Background: an optimization exercise with open tools, aiming at small area. Do not read the settings as production practice. In this exercise RTL edits were held to simulation tests only and were not proved equivalent to the original. Power figures rest on the tool's default switching activity, not on a simulated workload.

## the reference run
// top
module top (
    input clk,
    input mode,
    input song,
    input plus,
    input minus,
    input rst,
    input set,
    input refer,
    input player1,
    input player2,
    output reg [8:0] rope,
    output reg [1:0] sel,
    output reg [1:0] ledr,
    output reg [1:0] ledg,
    output [1:0] ledb,
    output [3:0] ledop,
    output [7:0] segdata1,
    output [7:0] segdata0,
    output [7:0] seg,
    output [7:0] sel8,
    output reg ledplayer1,
    output reg ledplayer2,
    output reg buzzer,
    output reg round_indicator_1,
    output reg round_indicator_2
);
Size: roughly 2200 cells after synthesis, roughly 68 I/O pins.
export LEC_CHECK = 0
export ABC_AREA = 1
export ABC_CLOCK_PERIOD_IN_PS = 1000000
export CAP_MARGIN = 20
export CORE_MARGIN = 2
export CORE_UTILIZATION = 40
export CTS_CLUSTER_DIAMETER = 100
export CTS_CLUSTER_SIZE = 25
export PLACE_DENSITY = 0.6
export SLEW_MARGIN = 20
create_clock -name core_clock -period 10.0 [get_ports {clk}]
standard.sh (not shown) runs the stock make flow with config.mk's settings and CLKGATE_MAP_FILE= SYNTH_SCRIPT=/design/flow/synth_recipe.tcl, a recipe that flattens the netlist after the stock synthesis.
==> flow/flow/run.sh <==
#!/bin/bash
# The standard layout (the standard.sh, unchanged synthesis) with three
# changes: after synthesis every combinational cell gets the smallest drive
# strength of its function (flow/downsize.tcl; placement's repair step sizes
# up again where needed), the port buffers are sky130_fd_sc_hd__buf_1 cells,
# and clock tree synthesis inserts no dummy loads. Each tool's output is kept
# in a log file here.
set -euo pipefail
export BUFFER_PORTS_ARGS="-buffer_cell sky130_fd_sc_hd__buf_1"
export CTS_ARGS="-sink_clustering_enable -repair_clock_nets -sink_clustering_size 16 -sink_clustering_max_diameter 80 -dont_use_dummy_load -sink_clustering_buffer sky130_fd_sc_hd__clkbuf_8"
bash ./standard.sh synth > standard_synth.log 2>&1
DOWNSIZE_DIR="$(pwd)/orfs/results/sky130hd/top/base" openroad -no_init -exit flow/downsize.tcl > downsize.log 2>&1
bash ./standard.sh > standard.log 2>&1
==> flow/flow/downsize.tcl <==
# Give every combinational cell of the synthesized netlist the smallest drive
# strength of its function (drive _1, else _0). Flip-flops, clock cells and
# the platform's low-power cells are left alone. Placement's repair step
# upsizes or buffers again wherever slew or capacitance needs it.
set results $::env(DOWNSIZE_DIR)
read_db $results/1_synth.odb
set db [ord::get_db]
set block [ord::get_db_block]
set swapped 0
foreach inst [$block getInsts] {
  set m [[$inst getMaster] getName]
  if {![regexp {^sky130_fd_sc_hd__(.+)_([0-9]+)$} $m -> f d]} { continue }
  if {$d <= 1} { continue }
  if {[regexp {^(df|edf|sdf|sedf|dl|clk|conb|tap|fill|decap|diode|lpflow|probe|ebuf|einv)} $f]} { continue }
  foreach s {1 0} {
    set nm [$db findMaster sky130_fd_sc_hd__${f}_$s]
    if {$nm ne "NULL" && $nm ne ""} {
      $inst swapMaster $nm
      incr swapped
      break
    }
  }
}
puts "downsize: swapped $swapped instances"
write_db $results/1_synth.odb
The flow did not stop early for the reference run: all stages ran, and the layout cleared the timing, DRC and antenna checks.
#### Input delta (the trial run over the reference run)
# the reference run
export LEC_CHECK = 0
export ABC_AREA = 1
export ABC_CLOCK_PERIOD_IN_PS = 1000000
export CAP_MARGIN = 20
export CORE_MARGIN = 2
export CORE_UTILIZATION = 40
export CTS_CLUSTER_DIAMETER = 100
export CTS_CLUSTER_SIZE = 25
export PLACE_DENSITY = 0.6
export SLEW_MARGIN = 20
create_clock -name core_clock -period 10.0 [get_ports {clk}]
# the trial run
export LEC_CHECK = 0
export ABC_AREA = 1
export ABC_CLOCK_PERIOD_IN_PS = 1000000
export CAP_MARGIN = 20
export CORE_MARGIN = 2
export CORE_UTILIZATION = 40
export CTS_CLUSTER_DIAMETER = 90
export CTS_CLUSTER_SIZE = 35
export PLACE_DENSITY = 0.6
export SLEW_MARGIN = 20
create_clock -name core_clock -period 10.0 [get_ports {clk}]
==> flow/flow/run.sh <==
#!/bin/bash
# The standard layout (the standard.sh, unchanged synthesis) with two CTS
# and placement options: the port buffers are sky130_fd_sc_hd__buf_1 cells,
# and clock tree synthesis inserts no dummy loads. Each tool's output is kept
# in a log file here.
set -euo pipefail
export BUFFER_PORTS_ARGS="-buffer_cell sky130_fd_sc_hd__buf_1"
export CTS_ARGS="-sink_clustering_enable -repair_clock_nets -sink_clustering_size 35 -sink_clustering_max_diameter 90 -dont_use_dummy_load"
bash ./standard.sh > standard.log 2>&1
removed: flow/flow/downsize.tcl
Notes after the runs:
The last element of the critical path comes out sel8[4] in one run and bgm.cnt2[1] in the other, namely in the trial run and the reference run respectively.
The trial run against the reference run: number of placement rows went up by 1.3%, clock share of power picked up an extra 1.4 points, number of endpoints failing setup at the final stage was more or less identical.

what the ideal ports hide:
How much do the figures lean on ideal ports? The routed layouts below were timed once more, with nothing changed but the port constraints.
Step 1 (the two cells are an assumption about what drives the block):
set clk [get_ports {clk}]
set_driving_cell -lib_cell sky130_fd_sc_hd__clkbuf_16 $clk
set_driving_cell -lib_cell sky130_fd_sc_hd__buf_2 [delete_from_list [all_inputs] $clk]
Step 2 adds t to the input delays and takes it off the output delays; t is the mean of the earliest and latest rising clock arrival at the registers after step 1. Input paths then give back, and output paths get back, about the clock's delay inside the block.
Slacks: ideal / step 1 / step 2; pairs: ideal / step 1.
run	shift t [ns]	setup slack, ns	hold slack, ns	cell pins on the clock port's net
the reference run	0.558	5.901 / 5.901 / 5.901	0.284 / 0.284 / 0.284	1
the trial run	0.560	5.894 / 5.843 / 6.404	0.359 / 0.359 / 0.359	1
After both steps every run listed still meets setup and hold.
